This is an optimization exercise on Yosys and OpenROAD, whose aim is small area, not a production implementation.
At most, simulation tests tie the RTL to the original design; equivalence was not proved.
Only the layout flow was run in run 6; the RTL was not checked for function there.
The flow treats the clock pin as an ideal source, which a real chip does not have.
Power figures rest on the tool's default switching activity, not on a simulated workload.

==> design/flow/design.v <==
`timescale 1ns / 1ps
module MouseTransmitter(
	input 		RESET,
	input 		CLK,
	input [5:0] STATE,
	output 		CLK_MOUSE_OUT_EN,
	output 		DATA_MOUSE_OUT,
	output 		DATA_MOUSE_OUT_EN
);
	reg       DataOut;
	wire       send  = STATE[5];
	wire       is_f4 = STATE[4];
	wire [3:0] ts    = STATE[3:0];
	wire       bit_zero = is_f4 & ((ts[2:0] == 3'd0) | (ts[2:0] == 3'd1) | (ts[2:0] == 3'd3));
	always @(posedge CLK) begin
		if (RESET | ~send)
			DataOut <= 1'b0;
		else if (ts[3])
			DataOut <= ~bit_zero;
		else if (ts == 4'd5)
			DataOut <= ~is_f4;
		else
			DataOut <= (ts == 4'd6);
	end
	assign CLK_MOUSE_OUT_EN  = send & (ts == 4'd0);
	assign DATA_MOUSE_OUT_EN = send & (ts[3] | ts[2]);
	assign DATA_MOUSE_OUT    = DataOut;
endmodule
`timescale 1ns / 1ps
module MouseReceiver(
	input 				RESET,
	input 				CLK,
	input 				FALL,			 
	input 				DATA_MOUSE_IN,
	input 				READ_ENABLE,
	input 				SHIFT_IN,		 
	output 				START,			 
	output 				SHIFT,			 
	output [2:0] 		BIT_INDEX,
	output [7:0] 		BYTE_READ,
	output 				BYTE_ERROR,		 
	output 				BYTE_READY
);
	localparam [3:0] S_PAR = 4'd8, S_STOP = 4'd9, S_DONE = 4'd10,
	                 S_READY = 4'd11, S_IDLE = 4'd12;
	reg [3:0]  State;
	reg [7:0]  ShiftReg;
	reg        Err;
	reg [15:0] Tmo;
	wire       timeout = (Tmo == 16'h18fa);	 
	wire       in_bits = ~State[3];			 
	wire       idle    = (State == S_READY) | (State == S_IDLE);
	wire       s_par   = (State == S_PAR);
	wire       s_stop  = (State == S_STOP);
	assign START = idle & READ_ENABLE & FALL & ~DATA_MOUSE_IN;
	assign SHIFT = FALL & in_bits;
	wire       tmo_clr = FALL & ((~timeout & (in_bits | s_par)) | s_stop);
	wire       tmo_fb  = Tmo[15] ^ Tmo[14] ^ Tmo[12] ^ Tmo[3] ^ (Tmo[14:0] == 15'h2aaa);
	always @(posedge CLK) begin
		if (RESET | tmo_clr)
			Tmo <= 16'd0;
		else
			Tmo <= {~Tmo[14:0], tmo_fb};
	end
	wire [3:0] inc = {State[3] ^ (&State[2:0]), State[2] ^ (&State[1:0]),
	                  State[1] ^ State[0], ~State[0]};
	always @(posedge CLK) begin
		if (RESET)
			State <= S_IDLE;
		else if (idle)
			State <= START ? 4'd0 : S_IDLE;
		else if (State <= S_PAR) begin
			if (timeout)
				State <= S_IDLE;
			else if (FALL)
				State <= inc;
		end else if (s_stop) begin
			if (FALL)
				State <= S_DONE;
		end else if (State == S_DONE)
			State <= S_READY;
		else
			State <= S_IDLE;
	end
	always @(posedge CLK)
		if (SHIFT)
			ShiftReg <= {SHIFT_IN, ShiftReg[7:1]};
	always @(posedge CLK) begin
		if (idle)
			Err <= 1'b1;
		else if (FALL & (in_bits | s_par))
			Err <= Err ^ DATA_MOUSE_IN;
		else if (FALL & s_stop)
			Err <= Err | ~DATA_MOUSE_IN;
	end
	assign BIT_INDEX  = State[2:0];
	assign BYTE_READY = (State == S_READY);
	assign BYTE_READ  = ShiftReg;
	assign BYTE_ERROR = Err;
endmodule
`timescale 1ns / 1ps
module MouseMasterSM(
	input 			CLK,
	input 			RESET,
	input 			FALL,			 
	input 			CLK_MOUSE_IN,	 
	input 			DATA_MOUSE_IN,
	output [5:0] 	STATE,
	output 			READ_ENABLE,
	input [7:0] 	BYTE_READ,
	input 			BYTE_ERROR,
	input 			BYTE_READY,
	output 			STATUS_LOAD,	 
	output 			DX_LOAD,		 
	output 			ADD_X,			 
	output 			ADD_Y,			 
	output 			SEND_INTERRUPT
);
	localparam [5:0] S0 = 6'd0, PRE_FF = 6'd1, BS_FF = 6'd2, S12 = 6'd4,
	                 PRE_F4 = 6'd17, BS_F4 = 6'd18,
	                 S3 = 6'd8, S4 = 6'd9, S5 = 6'd10, S8 = 6'd11, S9 = 6'd12, S9I = 6'd13,
	                 S10 = 6'd14, S11 = 6'd15;
	localparam [3:0] T_LOW = 4'd0, T_WDATA = 4'd1, T_WCLK = 4'd2, T_WBOTH = 4'd3,
	                 T_START = 4'd4, T_PAR = 4'd5, T_STOP = 4'd6, T_REL = 4'd7;
	reg [5:0]  State;
	reg [22:0] Cnt;
	reg        ReadEnable;
	wire good = BYTE_READY & ~BYTE_ERROR;
	wire [7:0] expected = (State == S4) ? 8'hAA : (State == S5) ? 8'h00 : 8'hFA;
	wire       match    = good & (BYTE_READ == expected);
	wire send = State[5];
	wire [3:0] ts = State[3:0];
	wire s9 = (State[5:1] == 5'b00110);		 
	wire pre = (State[5] == 1'b0) & (State[3:0] == 4'd1);
	wire low = send & (ts == T_LOW);
	wire wait_done = ((Cnt & 23'h6fffc8) == 23'h6d6e08);	 
	wire tmo_done  = ((Cnt & 23'h7ffffc) == 23'h01df9c);	 
	wire pre_done  = ((Cnt & 23'h400002) == 23'h000002);	 
	wire low_done  = ((Cnt & 23'h7f6240) == 23'h646040);	 
	wire cnt_run = ((State == S0) & ~wait_done)
	             | (s9 & ~BYTE_READY & ~tmo_done)
	             | pre
	             | (low & ~low_done);
	always @(posedge CLK) begin
		if (RESET | ~cnt_run)
			Cnt <= 23'd0;
		else
			Cnt <= {~Cnt[21:0], Cnt[22] ^ Cnt[17]};
	end
	wire [2:0] bit_inc = {ts[2] ^ (&ts[1:0]), ts[1] ^ ts[0], ~ts[0]};
	always @(posedge CLK) begin
		if (RESET)
			State <= S0;
		else if (send) begin
			if (ts[3]) begin
				if (FALL) State[3:0] <= (ts[2:0] == 3'd7) ? T_PAR : {1'b1, bit_inc};
			end else case (ts[2:0])
				T_LOW:   if (low_done) State[3:0] <= T_START;
				T_START: if (FALL) State[3:0] <= 4'd8;
				T_PAR:   if (FALL) State[3:0] <= T_STOP;
				T_STOP:  if (FALL) State[3:0] <= T_REL;
				T_REL:   State[3:0] <= T_WDATA;
				T_WDATA: if (~DATA_MOUSE_IN) State[3:0] <= T_WCLK;
				T_WCLK:  if (~CLK_MOUSE_IN) State[3:0] <= T_WBOTH;
				default: if (DATA_MOUSE_IN & CLK_MOUSE_IN) State <= {1'b0, State[4], 4'b0010};	 
			endcase
		end else case (State)
			S0:     if (wait_done) State <= PRE_FF;
			PRE_FF, PRE_F4:
			        if (pre_done) State <= {1'b1, State[4], 4'b0000};	 
			BS_FF:  State <= S3;
			S3:     if (BYTE_READY) State <= match ? S4 : S0;
			S4:     if (BYTE_READY) State <= match ? S5 : S0;
			S5:     if (BYTE_READY) State <= match ? PRE_F4 : S0;
			BS_F4:  State <= S8;
			S8:     if (BYTE_READY) State <= match ? S9 : S0;
			S9, S9I:
			        if (BYTE_READY) State <= good ? S10 : S0;
			        else if (tmo_done) State <= S0;
			        else State <= S9;
			S10:    if (BYTE_READY) State <= good ? S11 : S0;
			S11:    if (BYTE_READY) State <= good ? S12 : S0;
			S12:    State <= S9I;
			default: State <= S0;
		endcase
	end
	always @(posedge CLK) begin
		if (RESET)
			ReadEnable <= 1'b0;
		else
			ReadEnable <= (State[5:3] == 3'b001);	 
	end
	assign STATE          = State;
	assign READ_ENABLE    = ReadEnable;
	assign STATUS_LOAD    = s9 & good;
	assign DX_LOAD        = (State == S10) & good;
	assign ADD_X          = (State == S10);
	assign ADD_Y          = (State == S11);
	assign SEND_INTERRUPT = (State == S9I);
endmodule
`timescale 1ns / 1ps
module SevenSegmentDisplay(
	input 			       CLK,
	input 			       RESET,
	input       [3:0]	   DIGIT1, DIGIT2, DIGIT3, DIGIT4,
    output reg	[3:0]	   SEG_SELECT_OUT,
    output reg  [7:0]      HEX_OUT
);
	reg [1:0]  Sel;
	reg [3:0]  Bin;
	reg [17:0] Cnt;
	wire last = ((Cnt & 18'h3ffbf) == 18'h21e84);	 
	always @(posedge CLK) begin
		if (RESET) begin
			Sel <= 2'd0;
			Bin <= 4'd0;
			Cnt <= 18'd0;
		end else if (last) begin
			Sel <= {Sel[1] ^ Sel[0], ~Sel[0]};
			Cnt <= 18'd0;
		end else begin
			Cnt <= {~Cnt[16:0], Cnt[17] ^ Cnt[10]};
			case (Sel)
				2'd0: Bin <= DIGIT1;
				2'd1: Bin <= DIGIT2;
				2'd2: Bin <= DIGIT3;
				2'd3: Bin <= DIGIT4;
			endcase
		end
	end
	localparam [15:0] SEG0 = 16'h2812;
	localparam [15:0] SEG1 = 16'hd860;
	localparam [15:0] SEG2 = 16'hd004;
	localparam [15:0] SEG3 = 16'h8692;
	localparam [15:0] SEG4 = 16'h02ba;
	localparam [15:0] SEG5 = 16'h208e;
	localparam [15:0] SEG6 = 16'h1083;
	always @* begin
		HEX_OUT[0] = SEG0[Bin];
		HEX_OUT[1] = SEG1[Bin];
		HEX_OUT[2] = SEG2[Bin];
		HEX_OUT[3] = SEG3[Bin];
		HEX_OUT[4] = SEG4[Bin];
		HEX_OUT[5] = SEG5[Bin];
		HEX_OUT[6] = SEG6[Bin];
		HEX_OUT[7] = 1'b1;
		case (Sel)
			2'd0: SEG_SELECT_OUT = 4'b1110;
			2'd1: SEG_SELECT_OUT = 4'b1101;
			2'd2: SEG_SELECT_OUT = 4'b1011;
			default: SEG_SELECT_OUT = 4'b0111;
		endcase
	end
endmodule
`timescale 1ns / 1ps
module MouseTransceiver(
	input 			RESET,
	input 			CLK,
	input 			CLK_MOUSE_IN,		 
	output 			CLK_MOUSE_OUT_EN,	 
	input 			DATA_MOUSE_IN,		 
	output 			DATA_MOUSE_OUT,		 
	output 			DATA_MOUSE_OUT_EN,	 
        output  [3:0] SEG_SELECT_OUT,
        output  [7:0] HEX_OUT,
        output  [1:0] LED_OUT
);
	reg       ClkMouseIn;
	reg       ClkLast;
	reg [2:0] ClkRun;		 
	reg       ClkMouseInDly;
	wire      run_full = &ClkRun;
	always @(posedge CLK) begin
		if (RESET)
			ClkMouseIn <= 1'b0;
		else if (run_full)
			ClkMouseIn <= ClkLast;
	end
	always @(posedge CLK) begin
		if (~RESET) begin
			ClkLast <= CLK_MOUSE_IN;
			if (CLK_MOUSE_IN != ClkLast)
				ClkRun <= 3'd0;
			else if (~run_full)
				ClkRun <= {ClkRun[2] ^ (&ClkRun[1:0]), ClkRun[1] ^ ClkRun[0], ~ClkRun[0]};
		end
	end
	always @(posedge CLK)
		ClkMouseInDly <= ClkMouseIn;
	wire Fall = ClkMouseInDly & ~ClkMouseIn;
	wire [5:0]		MasterState;
	MouseTransmitter T(
					.RESET (RESET),
					.CLK(CLK),
					.STATE(MasterState),
					.CLK_MOUSE_OUT_EN(CLK_MOUSE_OUT_EN),
					.DATA_MOUSE_OUT(DATA_MOUSE_OUT),
					.DATA_MOUSE_OUT_EN(DATA_MOUSE_OUT_EN)
	);
	wire 			ReadEnable;
	wire [7:0] 		ByteRead;
	wire 			ByteError;
	wire 			ByteReady;
	wire 			RxStart, RxShift, ShiftIn;
	wire [2:0] 		BitIndex;
	MouseReceiver R(
					.RESET(RESET),
					.CLK(CLK),
					.FALL(Fall),
					.DATA_MOUSE_IN(DATA_MOUSE_IN),
					.READ_ENABLE(ReadEnable),
					.SHIFT_IN(ShiftIn),
					.START(RxStart),
					.SHIFT(RxShift),
					.BIT_INDEX(BitIndex),
					.BYTE_READ(ByteRead),
					.BYTE_ERROR(ByteError),
					.BYTE_READY(ByteReady)
	);
	wire 			StatusLoad, DxLoad, AddX, AddY, SendInterrupt;
	MouseMasterSM MSM(
					.RESET(RESET),
					.CLK(CLK),
					.FALL(Fall),
					.CLK_MOUSE_IN(ClkMouseIn),
					.DATA_MOUSE_IN(DATA_MOUSE_IN),
					.STATE(MasterState),
					.READ_ENABLE(ReadEnable),
					.BYTE_READ(ByteRead),
					.BYTE_ERROR(ByteError),
					.BYTE_READY(ByteReady),
					.STATUS_LOAD(StatusLoad),
					.DX_LOAD(DxLoad),
					.ADD_X(AddX),
					.ADD_Y(AddY),
					.SEND_INTERRUPT(SendInterrupt)
	);
	reg [7:0] MouseX;
	reg [6:0] MouseY;
	reg [7:0] NextX;		 
	reg [3:0] Status;		 
	reg       Carry;
	reg [1:0] Led;
	wire       SignY = Status[2];
	wire       Add   = AddX | AddY;
	wire       Ovf   = AddX ? NextX[1] : Status[3];
	wire       Sign  = AddX ? NextX[0] : SignY;
	wire       MoveBit = Ovf ? ~Sign : DATA_MOUSE_IN;
	wire       PosBit  = AddX ? MouseX[BitIndex] : ((BitIndex != 3'd7) & MouseY[BitIndex[2:0]]);
	assign     ShiftIn = Add ? (MoveBit ^ PosBit ^ Carry) : DATA_MOUSE_IN;
	always @(posedge CLK) begin
		if (RxStart)
			Carry <= 1'b0;
		else if (RxShift)
			Carry <= (MoveBit & PosBit) | (Carry & (MoveBit | PosBit));
	end
	always @(posedge CLK) begin
		if (StatusLoad) begin
			Status <= {ByteRead[7], ByteRead[5], ByteRead[1:0]};
			NextX[1:0] <= {ByteRead[6], ByteRead[4]};
		end
		if (DxLoad)
			NextX <= (Carry ^ NextX[0]) ? 8'd0 :
			         (~NextX[0] & ByteRead[7] & (ByteRead[6] | ByteRead[5])) ? 8'd159 : ByteRead;
	end
	always @(posedge CLK) begin
		if (RESET) begin
			Led    <= 2'd0;
			MouseX <= 8'd80;
			MouseY <= 7'd60;
		end else if (SendInterrupt) begin
			Led    <= Status[1:0];
			MouseX <= NextX;
			MouseY <= (Carry ^ SignY) ? 7'd0 :
			          (~SignY & (ByteRead[7] | (&ByteRead[6:3]))) ? 7'd119 : ByteRead[6:0];
		end
	end
	SevenSegmentDisplay SevenSeg(
					.CLK(CLK),
					.RESET(RESET),
					.HEX_OUT(HEX_OUT),
					.SEG_SELECT_OUT(SEG_SELECT_OUT),
					.DIGIT1(MouseY[3:0]),
					.DIGIT2({1'b0, MouseY[6:4]}),
					.DIGIT3(MouseX[3:0]),
					.DIGIT4(MouseX[7:4])
	);
	assign LED_OUT = Led;
endmodule
==> design/flow/flow/run.sh <==
#!/bin/bash
# The standard layout (standard.sh) with these changes to how it is made:
#  - synthesis is the standard synthesis script, except that no full/half
#    adder extraction runs before ABC and ABC maps with an area-oriented script
#    and no delay target. Several such scripts (flow/abc_*.txt) are tried, and
#    the one whose netlist has the least cell area is kept. Registers are
#    mapped exactly as in the standard synthesis: ABC only sees the logic
#    between them;
#  - the clock tree is built from clkbuf_4 cells, without dummy loads, and
#    a leaf buffer driving 11 or more pins becomes a clkbuf_8 (post_cts.tcl);
#  - port buffers are buf_1 cells.
# Each tool's full output goes to flow.log, next to ORFS's own logs in orfs/.
set -euo pipefail
W=$(pwd)
LOG=$W/flow.log
: > "$LOG"
STAT=$W/orfs/reports/sky130hd/MouseTransceiver/base/synth_stat.txt
VARS=(ADDER_MAP_FILE=
  "CTS_ARGS=-sink_clustering_enable -repair_clock_nets -buf_list sky130_fd_sc_hd__clkbuf_4 -sink_clustering_size 30 -sink_clustering_max_diameter 100 -dont_use_dummy_load"
  "BUFFER_PORTS_ARGS=-buffer_cell sky130_fd_sc_hd__buf_1"
  "POST_CTS_TCL=$W/flow/post_cts.tcl")

# ORFS's synth.tcl with the ABC script replaced and its -D delay target dropped,
# and the standard flow's synthesis script sourcing it
make_synth_script() {
  sed "/synth_preamble.tcl/a set abc_args [lreplace \$abc_args 1 1 $1]\nset i [lsearch -exact \$abc_args -D]\nif {\$i >= 0} { set abc_args [lreplace \$abc_args \$i [expr {\$i + 1}]] }" \
    "$FLOW_HOME/scripts/synth.tcl" > "$W/orfs_synth.tcl"
  sed "s#\$::env(SCRIPTS_DIR)/synth.tcl#$W/orfs_synth.tcl#" "$W/synth_recipe.tcl" > "$W/own_synth.tcl"
}

best=""
best_area=""
first=1
for s in "$W"/flow/abc_*.txt; do
  make_synth_script "$s"
  if [[ $first == 1 ]]; then
    bash standard.sh SYNTH_SCRIPT="$W/own_synth.tcl" "${VARS[@]}" synth >> "$LOG" 2>&1
    first=0
  else
    bash standard.sh SYNTH_SCRIPT="$W/own_synth.tcl" "${VARS[@]}" do-yosys >> "$LOG" 2>&1
  fi
  area=$(awk '/Chip area for module/ {print $NF}' "$STAT")
  echo "ABC script $(basename "$s"): cell area $area" >> "$LOG"
  if [[ -z "$best" ]] || awk -v a="$area" -v b="$best_area" 'BEGIN { exit !(a < b) }'; then
    best=$s
    best_area=$area
  fi
done
echo "keeping ABC script $(basename "$best") ($best_area)" >> "$LOG"
make_synth_script "$best"
bash standard.sh SYNTH_SCRIPT="$W/own_synth.tcl" "${VARS[@]}" do-yosys >> "$LOG" 2>&1
bash standard.sh SYNTH_SCRIPT="$W/own_synth.tcl" "${VARS[@]}" finish >> "$LOG" 2>&1
==> design/flow/flow/abc_s11.txt <==
strash
&get -n
&fraig -x
&put
scorr
dc2
strash
balance
rewrite
refactor
balance
rewrite
rewrite -z
balance
refactor -z
rewrite -z
balance
&get -n
&dch -f
&nf -R 1000
&put
==> design/flow/flow/abc_s12.txt <==
strash
&get -n
&fraig -x
&put
scorr
dc2
strash
&get -n
&dch -f
&nf -R 1000
&put
&get -n
&st
&dch -f
&nf -R 1000
&put
==> design/flow/flow/abc_s14.txt <==
strash
&get -n
&fraig -x
&put
scorr
dc2
strash
&get -n
&dch -f
&nf -R 1000 -p
&put
==> design/flow/flow/abc_s4.txt <==
&get -n
&st
&dch
&nf -R 1000
&put
==> design/flow/flow/abc_s7.txt <==
strash
&get -n
&fraig -x
&put
scorr
dc2
strash
&get -n
&dch -f
&nf -R 1000
&put
==> design/flow/flow/abc_s8.txt <==
&get -n
&st
&dch
&nf -R 1000
&st
&dch
&nf -R 1000
&st
&dch
&nf -R 1000
&put
==> design/flow/flow/abc_x1.txt <==
strash
&get -n
&fraig -x
&put
scorr
dc2
strash
&get -n
&dch -f
&nf -R 1000
&put
==> design/flow/flow/abc_x2.txt <==
strash
&get -n
&fraig -x
&put
scorr
dc2
strash
&get -n
&dch -f
&nf -R 2000 -a
&put
==> design/flow/flow/abc_x4.txt <==
strash
&get -n
&fraig -x
&put
scorr
dc2
strash
&get -n
&dch
&nf -R 1000
&put
==> design/flow/flow/abc_x5.txt <==
strash
&get -n
&fraig -x
&put
scorr
dc2
strash
&get -n
&dch
&nf -R 2000 -a
&put
==> design/flow/flow/abc_x7.txt <==
strash
&get -n
&fraig -x
&put
scorr
dc2
strash
&get -n
&dch -f -r
&nf -R 1000
&put
==> design/flow/flow/abc_x8.txt <==
strash
&get -n
&fraig -x
&put
scorr
dc2
strash
&get -n
&dch -f -r
&nf -R 2000 -a
&put
==> design/flow/flow/post_cts.tcl <==
# After clock tree synthesis: a clkbuf_4 leaf buffer that drives 11 or more
# pins is swapped for a clkbuf_8, so no flip-flop clock pin gets a slow edge;
# the placement is then legalized again.
set upsized 0
foreach inst [get_cells -quiet clkbuf_*] {
  if {[get_property $inst ref_name] ne "sky130_fd_sc_hd__clkbuf_4"} { continue }
  set out [get_pins -of_objects $inst -filter "direction == output"]
  set net [get_nets -of_objects $out]
  set loads [llength [get_pins -of_objects $net -filter "direction == input"]]
  if {$loads >= 11} {
    puts "post_cts: [get_full_name $inst] drives $loads pins, now clkbuf_8"
    replace_cell $inst sky130_fd_sc_hd__clkbuf_8
    incr upsized
  }
}
puts "post_cts: upsized $upsized clock buffers"
if {$upsized > 0} {
  detailed_placement
  check_placement -verbose
  estimate_parasitics -placement
}
==> design/flow/standard.sh <==
#!/bin/bash
# synth_recipe.tcl (not shown) runs the flow's synth.tcl, then flattens the netlist and writes it again
# the make line also repeats each setting of config.mk as NAME=value (left out here)
make -C /OpenROAD-flow-scripts/flow DESIGN_CONFIG=/design/flow/config.mk WORK_HOME=/design/flow/orfs CLKGATE_MAP_FILE= SYNTH_SCRIPT=/design/flow/synth_recipe.tcl "${@:-finish}"
==> design/flow/config.mk <==
export PLATFORM = sky130hd
export DESIGN_NAME = MouseTransceiver
export DESIGN_NICKNAME = MouseTransceiver
export VERILOG_FILES = /design/flow/design.v
export SDC_FILE = /design/flow/constraint.sdc
export NUM_CORES = 4
export LEC_CHECK = 0
export CAP_MARGIN = 20
export CORE_MARGIN = 2
export CORE_UTILIZATION = 60
export SLEW_MARGIN = 20
==> design/flow/constraint.sdc <==
create_clock -name core_clock -period 10.0 [get_ports {CLK}]
set_input_delay 2.0000 -clock core_clock [delete_from_list [all_inputs] [get_ports {CLK}]]
set_output_delay 2.0000 -clock core_clock [all_outputs]
set_load 0.01 [all_outputs]
==> flow_metrics.py, run 1 <==
metrics = {
    "drt": {
        "first_pass_iters": 6,
        "first_iter_violations": 200,
        "ant_nets": 0,
        "drc_errors": 0,
        "wl_per_cell_um": 14.94,
        "viasPerCell": 5.951,
        "num_vias": 3987,
        "drt-total-wl_um": 10010,
    },
    "yosys": {
        "ys_types": 46,
        "ys_warn_count": 5,
        "synth-async-reset-ratio_pct": 0,
        "synth_area_per_cell_sq_um": 9.054,
        "synth_area_sq_um": 4790,
        "seq_area_frac_synth_pct": 55.17,
        "synth-main-ff-cell": "dfxtp_1",
        "synth_edf_count": 24,
        "synth-seq-cells": 120,
        "synthCells": 529,
        "synth_nets": 533,
    },
    "floorplanning": {
        "fp-row-count": 32,
        "die_h_um": 93.35,
        "num_io_pins": 21,
        "coreArea_sq_um": 7727,
        "dieWidth_um": 93.35,
        "die_area_sq_um": 8713,
        "initial_core_util_pct": 61.98,
    },
    "power_and_ir_drop": {
        "ir_drop_mv": 0.1737,
        "p_leak_uw": 0.001805,
        "p_per_area_nw_per_um2": 206.9,
    },
    "final_layout": {
        "final_layout_size_suffix_gt1_share_pct": 4.049,
        "insertedDiodeCount": 0,
        "syn_to_final_growth_pct": 7.576,
        "layout.nets": 574,
    },
    "setup_path": {
        "slowest_stage": "dfxtp_1",
        "cp_cell_sequence": "clkinv_1 -> nor2_1 -> or2_0 -> o21ai_0 -> xor2_1 -> buf_1",
        "end_kind": "primary output",
        "crit_arrival_ns": 1.80,
        "max_stage_delay_ns": 0.39,
        "cp_max_fo": 5,
        "rr_worst_depth": 9,
        "critPathBufInv": 2,
        "crit_cells": 6,
        "path_delay_family": "simple AND/OR/NAND/NOR gates",
        "critical_path_class": "reg -> out",
        "crit_path_start_kind": "flip-flop",
        "cp.required_ns": 8.00,
    },
    "global_routing": {
        "grt_max_degree": 34,
        "antenna_found_initial": 0,
        "grt_overflow_total": 0,
        "grt_pass1_vias": 3611,
        "grt_pass1_wl_um": 16440,
        "grt_use_total_pct": 23.94,
    },
    "sta": {
        "final.min_clock_period_ns": 3.802,
        "slew_violations": 0,
        "final.period_utilization_pct": 38.02,
        "fmax_mhz": 263.0,
        "tightest_slew_ns": 0.8337,
        "setup_viol": 0,
        "slew_headroom_pct": 44.28,
        "final.setup.tns_ns": 0,
        "skew_ns": 0.03105,
        "grt_setup_unrepaired": "no",
        "finalHoldViolations": 0,
        "holdWs_ns": 0.3841,
    },
    "placed_design": {
        "gp_congestion": 0.9797,
        "hpwl_um": 6946,
        "io_buffers": 19,
    },
    "cts": {
        "clk_pin_slew_ns": 0.09,
        "clk_latency_ns": 0.39,
        "cts_tree": "built",
        "cts.sinks": 120,
    },
    "job": {
        "cap_violations": 0,
    },
    "worst_hold_path": {
        "worstHoldPathCells": 1,
        "hold_path.class": "reg -> reg",
    },
    "outcome": {
        "status": "complete, no violations",
    },
}
## layout by cell type, fill, tap and decap left out, types with 4 or more instances in the layout
cell      count
a31oi_1       8
edfxtp_1     24
nand3_1      23
o21a_1        8
xor2_1        5
and2_0        4
nor3_1       12
nand4b_1      4
nand2_1      67
nor4_1       11
a211oi_1      5
nor2_1       92
o21ai_0      32
dfxtp_1      96
xnor2_1       5
nor2b_1       9
clkinv_1     10
buf_1        19
or2_0         6
nand2b_1     10
clkbuf_4     15
nand4_1       6
a22oi_1       5
a21oi_1      47
buf_4         4
## worst paths after layout
kind / start / endpoint / slack, ns
worst min register to register: R.Tmo[10] / R.Tmo[11] / 0.38
worst min-delay path: R.Tmo[10] / R.Tmo[11] / 0.38
worst max register to register: R.State[3] / MSM.State[3] / 6.96
worst max-delay path: SevenSeg.Bin[2] / HEX_OUT[3] / 6.20
## final cells by class
cell class	instances	area, sq um
sequential	120	2643
fill	665	2575
multi-input combinational	398	2103
clock buffer	17	140.1
tap	102	127.6
timing repair buffer	23	101.3
inverter	10	37.54
## cell families (layout without fill, tap and decap cells)
group / count (synthesis) / after routing / synth area share [%]
simple gates: 258 / 258 / 25.13
compound gates: 125 / 125 / 15.49
flops: 120 / 120 / 55.17
buf+inv: 11 / 50 / 0.9406
xor+xnor: 10 / 10 / 1.829
mux: 4 / 4 / 1.358
other cells: 1 / 1 / 0.07829
## worst register-to-register path, stage by stage (launching register included)
cell and delay (ns):
dfxtp_1 0.44, nor2b_1 0.30, nand3_1 0.20, or2_0 0.30, or3_1 0.33, a2111oi_1 0.77
nand3_1 0.22, o21ai_0 0.13, a211oi_1 0.07, a31oi_1 0.19
## routing by layer
metal | share of wire [%] | vias to the layer above | track usage, %
met2 | 46 | 134 | 39.39
met4 | 1.6 | 0 | 8.701
met3 | 6.3 | 18 | 6.124
met5 | 0 | - | 0
li1 | - | 1988 | -
met1 | 46 | 1847 | 30.51
## cells in the mapped netlist (all sizes together), types with 2 or more instances
master  number  share of area (%)
dfxtp       96                 40
nor2        92                7.2
nand2       67                5.3
a21oi       47                4.9
o21ai       33                3.4
edfxtp      24                 15
nand3       23                2.4
nor3        12                1.3
nor4        11                1.4
clkinv      10               0.78
nand2b      10                1.3
nor2b        9                1.2
a31oi        8                1.0
o21a         8                1.3
nand4        6               0.78
or2          6               0.78
a211oi       5               0.78
a22oi        5               0.78
xnor2        5               0.91
xor2         5               0.91
and2         4               0.52
nand4b       4               0.73
nand3b       3               0.47
o211ai       3               0.47
o22ai        3               0.39
o31ai        3               0.47
a221oi       2               0.37
a222oi       2               0.42
and3         2               0.26
and3b        2               0.37
mux2i        2               0.42
mux4         2               0.94
or4          2               0.31
## through the flow
stage | util, % | power, uW | area (sq um) | std cells | worst slack [ns]
after floorplan | - | 777.2 | 4790 | 529 | 6.869
after global placement | 64.85 | 832.3 | 5011 | 653 | 6.431
after global routing | 66.68 | 1128 | 5152 | 670 | 6.015
final | 66.68 | 1066 | 5152 | 670 | 6.198
after detailed placement | 64.85 | 837.6 | 5011 | 653 | 6.389
## flip-flops by register name, indices dropped and copies added (netlist names), 4 cells and up
name,flops
SevenSeg.Cnt,18
MouseY,7
R.State,4
R.ShiftReg,8
SevenSeg.Bin,4
MSM.State,6
MSM.Cnt,23
NextX,8
Status,4
R.Tmo,16
MouseX,8
## power by group
part | switching (uW) | internal [uW]
clock network | 148 | 87.6
registers | 71.4 | 560
logic | 122 | 77.1
==> run 2, diff against run 1 <==
--- a/design/flow/config.mk
+++ b/design/flow/config.mk
@@ -9,3 +9,3 @@
 export CORE_MARGIN = 2
-export CORE_UTILIZATION = 60
+export CORE_UTILIZATION = 50
 export SLEW_MARGIN = 20
removed: design/flow/flow/abc_x1.txt
removed: design/flow/flow/abc_x2.txt
removed: design/flow/flow/abc_x4.txt
removed: design/flow/flow/abc_x5.txt
removed: design/flow/flow/abc_x7.txt
removed: design/flow/flow/abc_x8.txt
==> run 2 against run 1 <==
Compared with the run above:
- still clean
- maximum frequency increased by 0.13%
- clock-buffer cell count is the same
- hold slack better by 0.0026 ns
- synthesized cell count stayed put
- non-clock buffer count did not move
- power rose by 0.65%
- critical path type unchanged
- largest power group unchanged
- highest routed layer unchanged
==> flow_metrics.py, run 2 <==
metrics = {
    "yosys": {
        "synth-seq-cells": 120,
        "synth_edf_count": 24,
        "synth_area_per_cell_sq_um": 9.054,
        "seq_area_frac_synth_pct": 55.17,
        "synth_nets": 533,
        "yosysTopAreaCellShare_pct": 40.13,
        "synthTopCellsByArea": "dfxtp_1, edfxtp_1, nor2_1",
        "post-synth-top-count-cell": "dfxtp_1",
        "ys_types": 46,
        "netlist.top_cell.by_area": "dfxtp_1",
        "synth-main-ff-cell": "dfxtp_1",
        "synth-async-reset-ratio_pct": 0,
        "ys_warn_count": 5,
        "synth_area_sq_um": 4790,
        "netlist_top_cells_count": "dfxtp_1, nor2_1, nand2_1",
        "synthCells": 529,
    },
    "floorplanning": {
        "fp-row-count": 35,
        "die_h_um": 101.9,
        "initial_core_util_pct": 51.59,
        "num_io_pins": 21,
        "die_area_sq_um": 10380,
        "dieWidth_um": 101.9,
        "coreArea_sq_um": 9284,
    },
    "sta": {
        "tightest_slew_ns": 0.8944,
        "setup_viol": 0,
        "final.period_utilization_pct": 37.97,
        "skew_ns": 0.03400,
        "grt_setup_unrepaired": "no",
        "final.setup.tns_ns": 0,
        "slew_violations": 0,
        "slew_headroom_pct": 40.22,
        "finalHoldViolations": 0,
        "fmax_mhz": 263.3,
        "final.min_clock_period_ns": 3.797,
        "holdWs_ns": 0.3867,
    },
    "final_layout": {
        "layout.nets": 574,
        "final_common_cell": "dfxtp_1",
        "n_fill_cell": 902,
        "insertedDiodeCount": 0,
        "utilization_pct": 55.93,
        "syn_to_final_growth_pct": 8.412,
        "reg.largest.list": "MSM.Cnt x23, SevenSeg.Cnt x18, R.Tmo x16",
        "top_register": "MSM.Cnt",
        "finalNonFillerCells": 697,
        "final_layout_size_suffix_gt1_share_pct": 4.049,
        "final_cell_mix": "dfxtp_1, nor2_1, nand2_1, a21oi_1, o21ai_0",
        "largest_register_ffs": 23,
    },
    "setup_path": {
        "r2r-end": "MSM.State[3]",
        "reg2reg_slack_ns": 6.95,
        "rr_worst_depth": 9,
        "crit_start": "SevenSeg.Bin[2]",
        "critical_path_class": "reg -> out",
        "cp.required_ns": 8.00,
        "end_kind": "primary output",
        "crit_path_start_kind": "flip-flop",
        "crit_arrival_ns": 1.80,
        "cp-endpoint": "HEX_OUT[3]",
        "cp_max_fo": 5,
        "cp_cell_sequence": "clkinv_1 -> nor2_1 -> or2_0 -> o21ai_0 -> xor2_1 -> buf_1",
        "slowest_stage": "dfxtp_1",
        "r2r_start": "R.State[3]",
        "max_stage_delay_ns": 0.39,
    },
    "drt": {
        "drc_errors": 0,
        "wl_per_cell_um": 14.87,
        "first_iter_violations": 193,
        "drt-total-wl_um": 10370,
        "ant_nets": 0,
        "viasPerCell": 5.745,
        "first_pass_iters": 5,
        "num_vias": 4004,
    },
    "global_routing": {
        "grt_max_degree": 34,
        "grt_pass1_wl_um": 17130,
        "grt_use_total_pct": 21.10,
        "antenna_found_initial": 0,
        "grt_pass1_vias": 3609,
        "grt_overflow_total": 0,
    },
    "power_and_ir_drop": {
        "p_per_area_nw_per_um2": 206.7,
        "p_total_uw": 1073,
        "p_leak_uw": 0.001807,
        "ir_drop_mv": 0.1209,
    },
    "worst_hold_path": {
        "hold_path.class": "reg -> reg",
    },
    "outcome": {
        "status": "complete, no violations",
    },
    "placed_design": {
        "hpwl_um": 7187,
        "io_buffers": 19,
        "gp_congestion": 0.9233,
        "placedCellCount": 680,
    },
    "cts": {
        "cts.sinks": 120,
        "cts_tree": "built",
        "clk_pin_slew_ns": 0.09,
        "clk_latency_ns": 0.39,
    },
    "job": {
        "cap_violations": 0,
    },
}
run 2: metal layers:
metal,routed length (um),GRT usage (%)
met1,4843,27.42
met2,4751,33.55
met3,550,5.951
met4,219,8.205
met5,0,0
run 2: kinds of logic after synthesis:
kind of cell	Yosys count	synth area share, %
other	1	0.07829
AO/OA/AOI/OAI	125	15.49
multiplexers	4	1.358
XOR/XNOR	10	1.829
buffers and inverters	11	0.9406
AND/OR/NAND/NOR	258	25.13
flip-flops	120	55.17
run 2: power by group:
part,internal (uW),switching [uW]
Sequential,560,71.8
Combinational,77.2,127
Clock,91.8,145
run 2: per-stage QoR:
step	setup WS (ns)	area, sq um
6_report	6.203	5192
2_1_floorplan	6.869	4790
5_1_grt	6.020	5192
3_5_place_dp	6.361	5046
3_3_place_gp	6.373	5045
run 2: layout make-up:
type	instances	area, sq um	share of cell area (%)
Clock buffer	17	146.4	2.819
Inverter	10	37.54	0.7229
Multi-Input combinational cell	398	2103	40.51
Sequential cell	120	2643	50.89
Tap cell	129	161.4	3.108
Timing Repair Buffer	23	101.3	1.952
run 2: how the worst min path moves through the flow:
stage,start,cells after the start,slack [ns],to
detailed placement,MSM.Cnt[0],1,0.37,MSM.Cnt[1]
global placement,SevenSeg.Cnt[6],1,0.37,SevenSeg.Cnt[7]
finish,SevenSeg.Cnt[6],1,0.39,SevenSeg.Cnt[7]
floorplan,MSM.Cnt[0],1,0.37,MSM.Cnt[1]
global route,MSM.Cnt[1],1,0.39,MSM.Cnt[2]
run 2: worst max-delay path, delay by kind of cell (launching register included):
kind                   cells  cell delay, ns
buffers and inverters      2            0.30
XOR/XNOR                   1            0.16
flip-flops                 1            0.39
AND/OR/NAND/NOR            2            0.41
AO/OA/AOI/OAI              1            0.14
==> run 3, diff against run 2 <==
--- a/design/flow/config.mk
+++ b/design/flow/config.mk
@@ -9,3 +9,3 @@
 export CORE_MARGIN = 2
-export CORE_UTILIZATION = 50
+export CORE_UTILIZATION = 72
 export SLEW_MARGIN = 20
==> run 3 against run 2 <==
Compared with the run above:
- cell count decreased by 7.5%
- non-clock buffer count unchanged
- final area decreased by 1.4%
- clock power decreased by 2%
- register-to-register slack about the same
- utilization increased by 24 points
- sequential cell count unchanged
- critical path type unchanged
- critical endpoint unchanged
==> flow_metrics.py, run 3 <==
metrics = {
    "cts": {
        "cts_tree": "built",
        "clk_pin_slew_ns": 0.08,
        "cts.sinks": 120,
        "clk_latency_ns": 0.40,
    },
    "sta": {
        "setup_viol": 0,
        "slew_headroom_pct": 44.79,
        "fmax_mhz": 264.9,
        "final.period_utilization_pct": 37.75,
        "skew_ns": 0.03405,
        "tightest_slew_ns": 0.8261,
        "finalHoldViolations": 0,
        "holdWs_ns": 0.3879,
        "grt_setup_unrepaired": "no",
        "final.min_clock_period_ns": 3.775,
        "slew_violations": 0,
        "final.setup.tns_ns": 0,
    },
    "final_layout": {
        "seq_area_sq_um": 2643,
        "top_register": "MSM.Cnt",
        "n_fill_cell": 427,
        "multi_input_area_sq_um": 2103,
        "layout.nets": 574,
        "final_cell_mix": "dfxtp_1, nor2_1, nand2_1, a21oi_1, o21ai_0",
        "reg.largest.list": "MSM.Cnt x23, SevenSeg.Cnt x18, R.Tmo x16",
        "final_common_cell": "dfxtp_1",
        "largest_register_ffs": 23,
        "insertedDiodeCount": 0,
        "final_layout_size_suffix_gt1_share_pct": 4.049,
        "syn_to_final_growth_pct": 6.923,
    },
    "yosys": {
        "synthCells": 529,
        "ys_warn_count": 5,
        "yosysTopAreaCellShare_pct": 40.13,
        "synth_edf_count": 24,
        "post-synth-top-count-cell": "dfxtp_1",
        "synth_nets": 533,
        "synth_area_sq_um": 4790,
        "synth_area_per_cell_sq_um": 9.054,
        "synthTopCellsByArea": "dfxtp_1, edfxtp_1, nor2_1",
        "synth-seq-cells": 120,
        "synth-async-reset-ratio_pct": 0,
        "netlist.top_cell.by_area": "dfxtp_1",
        "synth-main-ff-cell": "dfxtp_1",
        "seq_area_frac_synth_pct": 55.17,
        "netlist_top_cells_count": "dfxtp_1, nor2_1, nand2_1",
        "ys_types": 46,
    },
    "global_routing": {
        "grt_pass1_wl_um": 18010,
        "grt_max_degree": 34,
        "grt_overflow_total": 0,
        "grt_use_total_pct": 31.20,
        "antenna_found_initial": 0,
        "grt_pass1_vias": 3840,
    },
    "placed_design": {
        "io_buffers": 19,
        "gp_congestion": 0.9657,
        "hpwl_um": 7521,
    },
    "worst_hold_path": {
        "min-delay-start": "SevenSeg.Cnt[6]",
        "hold_path.class": "reg -> reg",
    },
    "setup_path": {
        "end_kind": "primary output",
        "cp_max_fo": 5,
        "crit_arrival_ns": 1.78,
        "max_stage_delay_ns": 0.40,
        "r2r_start": "MSM.State[0]",
        "crit_path_start_kind": "flip-flop",
        "critical_path_class": "reg -> out",
        "cp_cell_sequence": "clkinv_1 -> nor2_1 -> or2_0 -> o21ai_0 -> xor2_1 -> buf_1",
        "crit_start": "SevenSeg.Bin[2]",
        "cp.required_ns": 8.00,
        "slowest_stage": "dfxtp_1",
    },
    "power_and_ir_drop": {
        "power_frac_seq_pct": 58.9,
        "power.switching_uw": 348.9,
        "p_leak_uw": 0.001805,
        "switching_share_pct": 32.50,
        "cellInternalPower_uw": 724.6,
        "clockPowerShare_pct": 21.6,
        "p_total_uw": 1073,
        "ir_drop_mv": 0.1825,
        "p_per_area_nw_per_um2": 209.6,
        "pwr-share-comb_pct": 19.4,
    },
    "drt": {
        "first_pass_iters": 7,
        "ant_nets": 0,
        "wl_per_cell_um": 16.54,
        "drc_errors": 0,
        "drt-total-wl_um": 10670,
        "num_vias": 4077,
        "viasPerCell": 6.321,
        "first_iter_violations": 346,
    },
    "floorplanning": {
        "dieWidth_um": 85.56,
        "fp-row-count": 29,
        "coreArea_sq_um": 6386,
        "die_area_sq_um": 7321,
        "initial_core_util_pct": 75.00,
        "die_h_um": 85.56,
        "num_io_pins": 21,
    },
    "job": {
        "cap_violations": 0,
    },
    "outcome": {
        "status": "complete, no violations",
    },
}
run 3: cell types whose count changed in the layout (fill, tap and decap cells not counted):
cell,change
clkbuf_8,-1
clkbuf_4,+1
run 3: path summary, 6_finish.rpt:
kind                                        end  slack, ns  cells past startpoint
worst max-delay path                 HEX_OUT[3]       6.22                      6
worst min-delay path            SevenSeg.Cnt[7]       0.39                      1
worst min register to register  SevenSeg.Cnt[7]       0.39                      1
worst max register to register     MSM.State[3]       6.95                     10
run 3: layout make-up:
cell class | instances | area share (%)
repair buffers | 23 | 1.979
clock buffers | 17 | 2.736
well taps | 77 | 1.881
flip-flops and latches | 120 | 51.60
multi-input cells | 398 | 41.07
inverters | 10 | 0.7330
run 3: logic make-up (layout without fill, tap and decap cells):
family / after synthesis / in the layout / share of synthesized area (%)
other cells: 1 / 1 / 0.07829
buf+inv: 11 / 50 / 0.9406
xor+xnor: 10 / 10 / 1.829
compound gates: 125 / 125 / 15.49
simple gates: 258 / 258 / 25.13
flops: 120 / 120 / 55.17
mux: 4 / 4 / 1.358
run 3: power by group through the flow:
| stage | registers [uW] | clock network [uW] | logic, uW |
|---|---|---|---|
| after floorplan | 620 | 0 | 157 |
| after global placement | 639 | 0 | 194 |
| after detailed placement | 642 | 0 | 204 |
| after global routing | 644 | 251 | 235 |
| final | 633 | 232 | 209 |
run 3: per-layer routing:
layer	track usage, %	part of all wire [%]	vias to the layer above
met3	6.930	6.6	25
met5	0	0	-
li1	-	-	1982
met1	39.94	42	1894
met2	52.49	50	176
met4	11.11	1.8	0
run 3: stage by stage:
stage | cells | instance area, sq um | worst slack (ns) | utilization, %
after floorplan | 529 | 4790 | 6.869 | -
after global placement | 628 | 4980 | 6.467 | 77.98
after detailed placement | 628 | 4980 | 6.383 | 77.98
after global routing | 645 | 5121 | 6.069 | 80.19
final | 645 | 5121 | 6.225 | 80.19
run 3: critical path, delay by kind of cell, from the launching register on:
kind                      cells  cell delay, ns
AOI/OAI and AO/OA             1            0.12
and+or+nand+nor               2            0.40
buffers and inverters         2            0.33
DFF                           1            0.40
xor gates and xnor gates      1            0.14
==> run 4, diff against run 3 <==
--- a/design/flow/config.mk
+++ b/design/flow/config.mk
@@ -9,3 +9,3 @@
 export CORE_MARGIN = 2
-export CORE_UTILIZATION = 72
+export CORE_UTILIZATION = 60
 export SLEW_MARGIN = 20
==> run 4 against run 3 <==
Compared with the run above:
- cell count rose by 3.9%
- critical path type unchanged
- first-iteration DRC count decreased by 42%
- clock-buffer cell count unchanged
- utilization is 14 points lower
- via count shrank 2.2%
==> flow_metrics.py, run 4 <==
metrics = {
    "outcome": {
        "status": "complete, no violations",
    },
    "yosys": {
        "synth_nets": 533,
        "synth_area_sq_um": 4790,
        "post-synth-top-count-cell": "dfxtp_1",
        "synth_edf_count": 24,
        "ys_warn_count": 5,
        "synth-seq-cells": 120,
        "synth-main-ff-cell": "dfxtp_1",
        "ys_types": 46,
        "synth-async-reset-ratio_pct": 0,
        "netlist_top_cells_count": "dfxtp_1, nor2_1, nand2_1",
        "netlist.top_cell.by_area": "dfxtp_1",
        "yosysTopAreaCellShare_pct": 40.13,
        "synthCells": 529,
        "synthTopCellsByArea": "dfxtp_1, edfxtp_1, nor2_1",
        "synth_area_per_cell_sq_um": 9.054,
        "seq_area_frac_synth_pct": 55.17,
    },
    "sta": {
        "finalHoldViolations": 0,
        "final.setup.tns_ns": 0,
        "slew_headroom_pct": 44.28,
        "skew_ns": 0.03105,
        "grt_setup_unrepaired": "no",
        "tightest_slew_ns": 0.8337,
        "final.period_utilization_pct": 38.02,
        "final.min_clock_period_ns": 3.802,
        "fmax_mhz": 263.0,
        "slew_violations": 0,
        "setup_viol": 0,
    },
    "worst_hold_path": {
        "hold_path.class": "reg -> reg",
    },
    "floorplanning": {
        "initial_core_util_pct": 61.98,
        "die_h_um": 93.35,
        "coreArea_sq_um": 7727,
        "dieWidth_um": 93.35,
        "num_io_pins": 21,
        "fp-row-count": 32,
        "die_area_sq_um": 8713,
    },
    "placed_design": {
        "gp_congestion": 0.9797,
        "placedCellCount": 653,
        "io_buffers": 19,
        "hpwl_um": 6946,
    },
    "power_and_ir_drop": {
        "ir_drop_mv": 0.1737,
        "p_leak_uw": 0.001805,
        "p_per_area_nw_per_um2": 206.9,
    },
    "setup_path": {
        "critical_path_class": "reg -> out",
        "slowest_stage": "dfxtp_1",
        "cp_max_fo": 5,
        "cp.required_ns": 8.00,
        "end_kind": "primary output",
        "crit_path_start_kind": "flip-flop",
        "crit_arrival_ns": 1.80,
        "max_stage_delay_ns": 0.39,
        "critPathBufInv": 2,
        "path_delay_family": "simple AND/OR/NAND/NOR gates",
        "cp_cell_sequence": "clkinv_1 -> nor2_1 -> or2_0 -> o21ai_0 -> xor2_1 -> buf_1",
    },
    "global_routing": {
        "grt_max_degree": 34,
        "grt_use_total_pct": 23.94,
        "grt_pass1_wl_um": 16440,
        "grt_pass1_vias": 3611,
        "grt_overflow_total": 0,
        "antenna_found_initial": 0,
    },
    "drt": {
        "drt-total-wl_um": 10010,
        "num_vias": 3987,
        "routedLengthMet1_um": 4579,
        "first_iter_violations": 200,
        "viasPerCell": 5.951,
        "dr_wl_met2_um": 4645,
        "wl_per_cell_um": 14.94,
        "dr_wl_met3_um": 626,
        "first_pass_iters": 6,
        "drc_errors": 0,
        "highest_layer": "met4",
        "ant_nets": 0,
    },
    "cts": {
        "cts_tree": "built",
        "clk_latency_ns": 0.39,
        "cts.sinks": 120,
        "clk_pin_slew_ns": 0.09,
    },
    "final_layout": {
        "largest_register_ffs": 23,
        "finalNonFillerCells": 670,
        "syn_to_final_growth_pct": 7.576,
        "insertedDiodeCount": 0,
        "final_cell_mix": "dfxtp_1, nor2_1, nand2_1, a21oi_1, o21ai_0",
        "top_register": "MSM.Cnt",
        "multi_input_area_sq_um": 2103,
        "layout.nets": 574,
        "final_common_cell": "dfxtp_1",
        "seq_area_sq_um": 2643,
        "n_fill_cell": 665,
        "final_layout_size_suffix_gt1_share_pct": 4.049,
        "reg.largest.list": "MSM.Cnt x23, SevenSeg.Cnt x18, R.Tmo x16",
    },
    "job": {
        "cap_violations": 0,
    },
}
run 4: cell counts in the layout (fill, tap and decap cells not counted):
No cell type changed its count.
run 4: cell families after synthesis:
group	Yosys count	synth area share, %
AOI/OAI and AO/OA	125	15.49
xor gates and xnor gates	10	1.829
buffers and inverters	11	0.9406
DFF	120	55.17
muxes	4	1.358
other	1	0.07829
and+or+nand+nor	258	25.13
run 4: worst register-to-register path, stage by stage, from the launching register on:
cell and delay, ns:
dfxtp_1 0.44, nor2b_1 0.30, nand3_1 0.20, or2_0 0.30
or3_1 0.33, a2111oi_1 0.77, nand3_1 0.22, o21ai_0 0.13
a211oi_1 0.07, a31oi_1 0.19
run 4: through the flow:
stage	util [%]	area (sq um)	total power (uW)	setup WS (ns)	hold WS, ns
floorplan	-	4790	777.2	6.869	0.3682
global placement	64.85	5011	832.3	6.431	0.3690
detailed placement	64.85	5011	837.6	6.389	0.3763
global route	66.68	5152	1128	6.015	0.3958
finish	66.68	5152	1066	6.198	0.3841
run 4: report_power, final:
part | total [uW] | switching, uW | internal (uW) | leakage [uW]
clock | 236 | 148 | 87.6 | 0.0000834
sequential | 631 | 71.4 | 560 | 0.00101
combinational | 199 | 122 | 77.1 | 0.000708
run 4: worst paths after layout:
check / start / endpoint / slack [ns] / cells past startpoint
worst max register to register: R.State[3] / MSM.State[3] / 6.96 / 9
worst max-delay path: SevenSeg.Bin[2] / HEX_OUT[3] / 6.20 / 6
worst min-delay path: R.Tmo[10] / R.Tmo[11] / 0.38 / 1
worst min register to register: R.Tmo[10] / R.Tmo[11] / 0.38 / 1
run 4: area by class of cell:
class | instances | area share, %
sequential | 120 | 51.29
tap | 102 | 2.477
timing repair buffer | 23 | 1.967
multi-input combinational | 398 | 40.82
inverter | 10 | 0.7285
clock buffer | 17 | 2.720
run 4: routing by layer:
layer | up-vias | track usage [%]
li1 | 1988 | -
met1 | 1847 | 30.51
met2 | 134 | 39.39
met3 | 18 | 6.124
met4 | 0 | 8.701
met5 | - | 0
==> run 5, diff against run 4 <==
--- a/design/flow/config.mk
+++ b/design/flow/config.mk
@@ -7,5 +7,5 @@
 export LEC_CHECK = 0
-export CAP_MARGIN = 20
+export CAP_MARGIN = 0
 export CORE_MARGIN = 2
 export CORE_UTILIZATION = 60
-export SLEW_MARGIN = 20
+export SLEW_MARGIN = 0
==> run 5 against run 4 <==
Compared with the run above:
- clock-buffer cell count is the same
- register-to-register slack got worse by 0.19 ns
- cell count stayed put
- power barely moved
- final area barely moved
- clock skew about the same
- synthesized cell count unchanged
- utilization barely moved
- setup slack better by 0.0010 ns
- sequential share of layout area about the same
- critical endpoint unchanged
- largest cell class unchanged
==> flow_metrics.py, run 5 <==
metrics = {
    "sta": {
        "final.period_utilization_pct": 38.01,
        "grt_setup_unrepaired": "no",
        "finalHoldViolations": 0,
        "slew_headroom_pct": 26.02,
        "fmax_mhz": 263.1,
        "final.min_clock_period_ns": 3.801,
        "skew_ns": 0.03119,
        "setup_viol": 0,
        "tightest_slew_ns": 1.082,
        "final.setup.tns_ns": 0,
        "slew_violations": 0,
    },
    "final_layout": {
        "utilization_pct": 66.66,
        "final_common_cell": "dfxtp_1",
        "final_layout_size_suffix_gt1_share_pct": 4.049,
        "stdcell_area_sq_um": 5151,
        "top_register": "MSM.Cnt",
        "finalNonFillerCells": 670,
        "layout.nets": 574,
        "final_cell_mix": "dfxtp_1, nor2_1, nand2_1, a21oi_1, o21ai_0",
        "multi_input_area_sq_um": 2102,
        "n_fill_cell": 664,
        "syn_to_final_growth_pct": 7.550,
        "seq_area_sq_um": 2643,
        "insertedDiodeCount": 0,
        "largest_register_ffs": 23,
        "reg.largest.list": "MSM.Cnt x23, SevenSeg.Cnt x18, R.Tmo x16",
    },
    "yosys": {
        "ys_types": 46,
        "seq_area_frac_synth_pct": 55.17,
        "synth_area_sq_um": 4790,
        "yosysTopAreaCellShare_pct": 40.13,
        "synthTopCellsByArea": "dfxtp_1, edfxtp_1, nor2_1",
        "synth-async-reset-ratio_pct": 0,
        "synth-seq-cells": 120,
        "ys_warn_count": 5,
        "synth_nets": 533,
        "netlist.top_cell.by_area": "dfxtp_1",
        "synthCells": 529,
        "synth_area_per_cell_sq_um": 9.054,
        "synth_edf_count": 24,
        "netlist_top_cells_count": "dfxtp_1, nor2_1, nand2_1",
        "synth-main-ff-cell": "dfxtp_1",
        "post-synth-top-count-cell": "dfxtp_1",
    },
    "setup_path": {
        "critical_path_class": "reg -> out",
        "cp.required_ns": 8.00,
        "cp_max_fo": 5,
        "crit_start": "SevenSeg.Bin[2]",
        "crit_path_start_kind": "flip-flop",
        "slowest_stage": "dfxtp_1",
        "cp_cell_sequence": "clkinv_1 -> nor2_1 -> or2_0 -> o21ai_0 -> xor2_1 -> buf_1",
        "end_kind": "primary output",
        "crit_arrival_ns": 1.80,
        "r2r_start": "R.State[3]",
        "max_stage_delay_ns": 0.39,
    },
    "floorplanning": {
        "num_io_pins": 21,
        "coreArea_sq_um": 7727,
        "die_h_um": 93.35,
        "fp-row-count": 32,
        "dieWidth_um": 93.35,
        "die_area_sq_um": 8713,
        "initial_core_util_pct": 61.98,
    },
    "drt": {
        "drt-total-wl_um": 10000,
        "viasPerCell": 5.954,
        "num_vias": 3989,
        "first_iter_violations": 200,
        "drc_errors": 0,
        "ant_nets": 0,
        "first_pass_iters": 6,
        "wl_per_cell_um": 14.93,
    },
    "power_and_ir_drop": {
        "p_per_area_nw_per_um2": 207.0,
        "p_leak_uw": 0.001805,
        "p_total_uw": 1066,
        "ir_drop_mv": 0.1738,
    },
    "cts": {
        "cts.sinks": 120,
        "cts_tree": "built",
        "clk_pin_slew_ns": 0.09,
        "clk_latency_ns": 0.39,
    },
    "placed_design": {
        "postPlaceCellArea_sq_um": 5011,
        "hpwl_um": 6946,
        "gp_congestion": 0.9797,
        "placedCellCount": 653,
        "io_buffers": 19,
    },
    "global_routing": {
        "grt_overflow_total": 0,
        "grt_pass1_wl_um": 16440,
        "grt_use_total_pct": 23.94,
        "antenna_found_initial": 0,
        "grt_max_degree": 34,
        "grt_pass1_vias": 3611,
    },
    "outcome": {
        "status": "complete, no violations",
    },
    "job": {
        "cap_violations": 0,
    },
    "worst_hold_path": {
        "hold_path.class": "reg -> reg",
        "min-delay-start": "R.Tmo[10]",
    },
}
[run 5: per-stage QoR]
step	setup slack (ns)	hold slack, ns
finish	6.199	0.3842
global route	6.015	0.3958
detailed placement	6.389	0.3763
global placement	6.431	0.3690
floorplan	6.869	0.3682
[run 5: cells by family after synthesis]
logic type	after synthesis	synth area share, %
compound gates	125	15.49
xor+xnor	10	1.829
buf+inv	11	0.9406
flops	120	55.17
mux	4	1.358
other cells	1	0.07829
simple gates	258	25.13
[run 5: worst max-delay path: cells and delay by family (launching register included)]
kind / cells / cell delay, ns
compound gates: 1 / 0.13
xor+xnor: 1 / 0.17
buf+inv: 2 / 0.32
flops: 1 / 0.39
simple gates: 2 / 0.41
[run 5: cell type report]
class | instances | area share [%]
Sequential cell | 120 | 51.30
Multi-Input combinational cell | 398 | 40.81
Clock buffer | 17 | 2.720
Tap cell | 102 | 2.478
Timing Repair Buffer | 23 | 1.967
Inverter | 10 | 0.7287
[run 5: worst paths after layout]
check | endpoint | slack (ns) | depth (start not counted)
max | HEX_OUT[3] | 6.20 | 6
min | R.Tmo[11] | 0.38 | 1
max reg2reg | MSM.State[3] | 6.77 | 9
min reg2reg | R.Tmo[11] | 0.38 | 1
[run 5: power by group]
group / internal [uW] / switching [uW] / leakage, uW
Combinational: 77.1 / 122 / 0.000708
Clock: 87.6 / 148 / 0.0000834
Sequential: 560 / 71.4 / 0.00101
[run 5: layer usage]
layer  GRT usage, %  routed length, um  vias to the layer above  share of wire [%]
li1               -                  -                     1988                  -
met1          30.51               4567                     1843                 46
met2          39.39               4632                      140                 46
met3          6.124                639                       18                6.4
met4          8.701                164                        0                1.6
met5              0                  0                        -                  0
==> run 6, diff against run 5 <==
--- a/design/flow/design.v
+++ b/design/flow/design.v
@@ -43,4 +43,4 @@
 );
-	localparam [3:0] S_PAR = 4'd8, S_STOP = 4'd9, S_DONE = 4'd10,
-	                 S_READY = 4'd11, S_IDLE = 4'd12;
+	localparam [3:0] S_B8 = 4'd8, S_PAR = 4'd9, S_STOP = 4'd10, S_DONE = 4'd11,
+	                 S_READY = 4'd12, S_IDLE = 4'd13;
 	reg [3:0]  State;
@@ -74,3 +74,3 @@
 				State <= S_IDLE;
-			else if (FALL)
+			else if ((State == S_B8) | FALL)
 				State <= inc;
@@ -112,2 +112,3 @@
 	input 			BYTE_READY,
+	input 			DIGIT_CHANGE,	 
 	output 			STATUS_LOAD,	 
@@ -116,3 +117,4 @@
 	output 			ADD_Y,			 
-	output 			SEND_INTERRUPT
+	output 			SEND_INTERRUPT,
+	output 			POSITION_LOAD	 
 );
@@ -120,4 +122,4 @@
 	                 PRE_F4 = 6'd17, BS_F4 = 6'd18,
-	                 S3 = 6'd8, S4 = 6'd9, S5 = 6'd10, S8 = 6'd11, S9 = 6'd12, S9I = 6'd13,
-	                 S10 = 6'd14, S11 = 6'd15;
+	                 S3 = 6'd8, S4 = 6'd9, S5 = 6'd10, S8 = 6'd11, S10 = 6'd14, S11 = 6'd15,
+	                 S9 = 6'd28, S9I = 6'd29, S9J = 6'd30, S9K = 6'd31;
 	localparam [3:0] T_LOW = 4'd0, T_WDATA = 4'd1, T_WCLK = 4'd2, T_WBOTH = 4'd3,
@@ -128,7 +130,5 @@
 	wire good = BYTE_READY & ~BYTE_ERROR;
-	wire [7:0] expected = (State == S4) ? 8'hAA : (State == S5) ? 8'h00 : 8'hFA;
-	wire       match    = good & (BYTE_READ == expected);
 	wire send = State[5];
 	wire [3:0] ts = State[3:0];
-	wire s9 = (State[5:1] == 5'b00110);		 
+	wire s9 = (State[5:2] == 4'b0111);		 
 	wire pre = (State[5] == 1'b0) & (State[3:0] == 4'd1);
@@ -171,10 +171,12 @@
 			BS_FF:  State <= S3;
-			S3:     if (BYTE_READY) State <= match ? S4 : S0;
-			S4:     if (BYTE_READY) State <= match ? S5 : S0;
-			S5:     if (BYTE_READY) State <= match ? PRE_F4 : S0;
+			S3:     if (BYTE_READY) State <= (good & (BYTE_READ == 8'hFA)) ? S4 : S0;
+			S4:     if (BYTE_READY) State <= (good & (BYTE_READ == 8'hAA)) ? S5 : S0;
+			S5:     if (BYTE_READY) State <= (good & (BYTE_READ == 8'h00)) ? PRE_F4 : S0;
 			BS_F4:  State <= S8;
-			S8:     if (BYTE_READY) State <= match ? S9 : S0;
-			S9, S9I:
+			S8:     if (BYTE_READY) State <= (good & (BYTE_READ == 8'hFA)) ? S9 : S0;
+			S9, S9I, S9J, S9K:
 			        if (BYTE_READY) State <= good ? S10 : S0;
 			        else if (tmo_done) State <= S0;
+			        else if (State == S9I) State <= S9J;
+			        else if ((State == S9J) & DIGIT_CHANGE) State <= S9K;
 			        else State <= S9;
@@ -190,3 +192,3 @@
 		else
-			ReadEnable <= (State[5:3] == 3'b001);	 
+			ReadEnable <= ~State[5] & State[3];	 
 	end
@@ -199,2 +201,3 @@
 	assign SEND_INTERRUPT = (State == S9I);
+	assign POSITION_LOAD  = ((State == S9J) & ~DIGIT_CHANGE) | (State == S9K);
 endmodule
@@ -206,7 +209,10 @@
     output reg	[3:0]	   SEG_SELECT_OUT,
-    output reg  [7:0]      HEX_OUT
+    output reg  [7:0]      HEX_OUT,
+    output                 LAST
 );
 	reg [1:0]  Sel;
-	reg [3:0]  Bin;
 	reg [17:0] Cnt;
+	reg        Changed;		 
+	reg        WasReset;	 
+	reg [3:0]  Bin;
 	wire last = ((Cnt & 18'h3ffbf) == 18'h21e84);	 
@@ -215,3 +221,2 @@
 			Sel <= 2'd0;
-			Bin <= 4'd0;
 			Cnt <= 18'd0;
@@ -220,12 +225,21 @@
 			Cnt <= 18'd0;
-		end else begin
+		end else
 			Cnt <= {~Cnt[16:0], Cnt[17] ^ Cnt[10]};
-			case (Sel)
-				2'd0: Bin <= DIGIT1;
-				2'd1: Bin <= DIGIT2;
-				2'd2: Bin <= DIGIT3;
-				2'd3: Bin <= DIGIT4;
-			endcase
-		end
 	end
+	always @(posedge CLK) begin
+		Changed  <= last;
+		WasReset <= RESET;
+	end
+	wire [1:0] shown = Changed ? {Sel[1] ^ ~Sel[0], ~Sel[0]} : Sel;
+	always @* begin
+		if (WasReset)
+			Bin = 4'd0;
+		else case (shown)
+			2'd0: Bin = DIGIT1;
+			2'd1: Bin = DIGIT2;
+			2'd2: Bin = DIGIT3;
+			default: Bin = DIGIT4;
+		endcase
+	end
+	assign LAST = last;
 	localparam [15:0] SEG0 = 16'h2812;
@@ -319,3 +333,3 @@
 	);
-	wire 			StatusLoad, DxLoad, AddX, AddY, SendInterrupt;
+	wire 			StatusLoad, DxLoad, AddX, AddY, SendInterrupt, PositionLoad, DigitChange;
 	MouseMasterSM MSM(
@@ -331,2 +345,3 @@
 					.BYTE_READY(ByteReady),
+					.DIGIT_CHANGE(DigitChange),
 					.STATUS_LOAD(StatusLoad),
@@ -335,3 +350,4 @@
 					.ADD_Y(AddY),
-					.SEND_INTERRUPT(SendInterrupt)
+					.SEND_INTERRUPT(SendInterrupt),
+					.POSITION_LOAD(PositionLoad)
 	);
@@ -366,8 +382,12 @@
 	always @(posedge CLK) begin
-		if (RESET) begin
+		if (RESET)
 			Led    <= 2'd0;
+		else if (SendInterrupt)
+			Led    <= Status[1:0];
+	end
+	always @(posedge CLK) begin
+		if (RESET) begin
 			MouseX <= 8'd80;
 			MouseY <= 7'd60;
-		end else if (SendInterrupt) begin
-			Led    <= Status[1:0];
+		end else if (PositionLoad) begin
 			MouseX <= NextX;
@@ -385,3 +405,4 @@
 					.DIGIT3(MouseX[3:0]),
-					.DIGIT4(MouseX[7:4])
+					.DIGIT4(MouseX[7:4]),
+					.LAST(DigitChange)
 	);
--- a/design/flow/flow/run.sh
+++ b/design/flow/flow/run.sh
@@ -8,4 +8,3 @@
 #    between them;
-#  - the clock tree is built from clkbuf_4 cells, without dummy loads, and
-#    a leaf buffer driving 11 or more pins becomes a clkbuf_8 (post_cts.tcl);
+#  - the clock tree is built from clkbuf_4 cells, without dummy loads;
 #  - port buffers are buf_1 cells.
@@ -19,4 +18,3 @@
   "CTS_ARGS=-sink_clustering_enable -repair_clock_nets -buf_list sky130_fd_sc_hd__clkbuf_4 -sink_clustering_size 30 -sink_clustering_max_diameter 100 -dont_use_dummy_load"
-  "BUFFER_PORTS_ARGS=-buffer_cell sky130_fd_sc_hd__buf_1"
-  "POST_CTS_TCL=$W/flow/post_cts.tcl")
+  "BUFFER_PORTS_ARGS=-buffer_cell sky130_fd_sc_hd__buf_1")
 
--- a/design/flow/config.mk
+++ b/design/flow/config.mk
@@ -7,5 +7,5 @@
 export LEC_CHECK = 0
-export CAP_MARGIN = 0
+export CAP_MARGIN = 20
 export CORE_MARGIN = 2
 export CORE_UTILIZATION = 60
-export SLEW_MARGIN = 0
+export SLEW_MARGIN = 20
removed: design/flow/flow/post_cts.tcl
==> run 6 against run 5 <==
Compared with the run above:
- clock-buffer cell count stayed put
- sequential power shrank 0.6%
- global-route usage grew 2.8 points
==> flow_metrics.py, run 6 <==
metrics = {
    "floorplanning": {
        "num_io_pins": 21,
        "initial_core_util_pct": 62.45,
        "fp-row-count": 32,
        "coreArea_sq_um": 7807,
        "die_h_um": 94.15,
        "dieWidth_um": 94.15,
    },
    "sta": {
        "final.setup.tns_ns": 0,
        "grt_setup_unrepaired": "no",
        "final.min_clock_period_ns": 5.165,
        "holdWs_ns": 0.3813,
        "final.period_utilization_pct": 51.65,
        "fmax_mhz": 193.6,
        "skew_ns": 0.04422,
    },
    "power_and_ir_drop": {
        "p_leak_uw": 0.001907,
        "ir_drop_mv": 0.1379,
    },
    "final_layout": {
        "reg.largest.list": "MSM.Cnt x23, SevenSeg.Cnt x18, R.Tmo x16",
        "top_register": "MSM.Cnt",
        "final_layout_size_suffix_gt1_share_pct": 3.584,
        "final_cell_mix": "nor2_1, dfxtp_1, nand2_1, a21oi_1, o21ai_0",
        "syn_to_final_growth_pct": 7.159,
        "utilization_pct": 66.92,
        "n_fill_cell": 672,
        "insertedDiodeCount": 0,
        "final_common_cell": "nor2_1",
        "layout.nets": 592,
        "multi_input_area_sq_um": 2202,
        "largest_register_ffs": 23,
    },
    "yosys": {
        "synth_area_per_cell_sq_um": 8.914,
        "synth_area_sq_um": 4876,
        "synth-async-reset-ratio_pct": 0,
        "synthTopCellsByArea": "dfxtp_1, edfxtp_1, nor2_1",
        "synth-seq-cells": 118,
        "netlist.top_cell.by_area": "dfxtp_1",
        "seq_area_frac_synth_pct": 53.37,
        "synth_nets": 551,
        "ys_warn_count": 5,
        "synth-main-ff-cell": "dfxtp_1",
        "synth_edf_count": 24,
        "post-synth-top-count-cell": "nor2_1",
    },
    "setup_path": {
        "crit_start": "SevenSeg.Sel[0]",
        "cp_max_fo": 8,
        "cp.required_ns": 8.00,
        "r2r_start": "R.State[2]",
        "critical_path_class": "reg -> out",
        "crit_arrival_ns": 3.17,
        "end_kind": "primary output",
        "crit_path_start_kind": "flip-flop",
    },
    "drt": {
        "drc_errors": 0,
        "drt-total-wl_um": 10930,
        "wl_per_cell_um": 15.89,
        "viasPerCell": 6.109,
        "num_vias": 4203,
        "first_pass_iters": 5,
        "first_iter_violations": 375,
        "ant_nets": 0,
    },
    "outcome": {
        "status": "complete, no violations",
    },
    "placed_design": {
        "hpwl_um": 7762,
        "gp_congestion": 0.9781,
        "io_buffers": 19,
    },
    "worst_hold_path": {
        "hold_path.class": "reg -> reg",
        "min-delay-start": "MSM.Cnt[0]",
    },
    "cts": {
        "clockRootBuffer": "clkbuf_4",
        "clk_latency_ns": 0.52,
        "cts.sinks": 118,
        "cts_tree": "built",
    },
    "global_routing": {
        "grt_overflow_total": 0,
        "grt_use_total_pct": 26.70,
        "grt_max_degree": 31,
        "antenna_found_initial": 0,
        "grt_pass1_vias": 3757,
        "grt_pass1_wl_um": 18350,
    },
}
run 6: cell count changes in the layout (fill, tap and decap cells not counted), sizes merged, moves of 4 or more:
cell    before  now
a21oi       47   38
clkinv      10   17
mux2i        2    8
nor2        92  116
a31oi        8    3
nand4b       4    8
xnor2        5    9
nor4        11    7
nor3        12   22
nand2       67   49
nand3       23   12
and3         2    6
run 6: report_power, final:
group	switching [uW]	leakage, uW	internal (uW)	total [uW]
Clock	142	0.0000782	77.6	220
Combinational	131	0.000830	95.3	226
Sequential	71.5	0.000998	556	627
run 6: cell type report:
type                       instances  share of cell area (%)
multi-input combinational        411                   42.15
clock buffer                      17                   2.443
tap                              102                   2.443
inverter                          17                   1.221
sequential                       118                   49.81
timing repair buffer              23                   1.940
run 6: stage by stage:
stage	instance area, sq um	std cells	setup WS, ns	power [uW]
floorplan	4876	547	5.762	795.6
CTS	5225	688	4.863	1073
detailed placement	5097	671	5.405	859.7
global route	5225	688	4.520	1138
global placement	5097	671	5.518	853.6
finish	5225	688	4.835	1073
run 6: metal layers:
metal	global-route usage, %	wire, um
met1	39.25	5179
met2	38.87	4823
met3	6.501	789
met4	8.213	138
met5	0	0
run 6: worst max-delay path, stage by stage (launching register included):
cell,delay (ns)
dfxtp_1,0.45
xor2_1,0.34
nor2_1,0.14
a222oi_1,0.29
a21oi_1,0.10
o21ai_0,0.28
clkinv_1,0.26
a21boi_0,0.29
nor3_1,0.11
a311o_1,0.28
buf_1,0.13
run 6: final timing paths:
path / endpoint / slack [ns] / cells past startpoint
max: HEX_OUT[0] / 4.83 / 10
min: MSM.Cnt[1] / 0.38 / 1
max reg2reg: MSM.State[2] / 7.43 / 8
min reg2reg: MSM.Cnt[1] / 0.38 / 1
run 6: cell families after synthesis:
group | count (synthesis) | share of synthesized area, %
other | 1 | 0.07691
flip-flops | 118 | 53.37
multiplexers | 8 | 1.642
AND/OR/NAND/NOR | 268 | 25.84
buffers and inverters | 18 | 1.463
XOR/XNOR | 13 | 2.335
AO/OA/AOI/OAI | 121 | 15.27
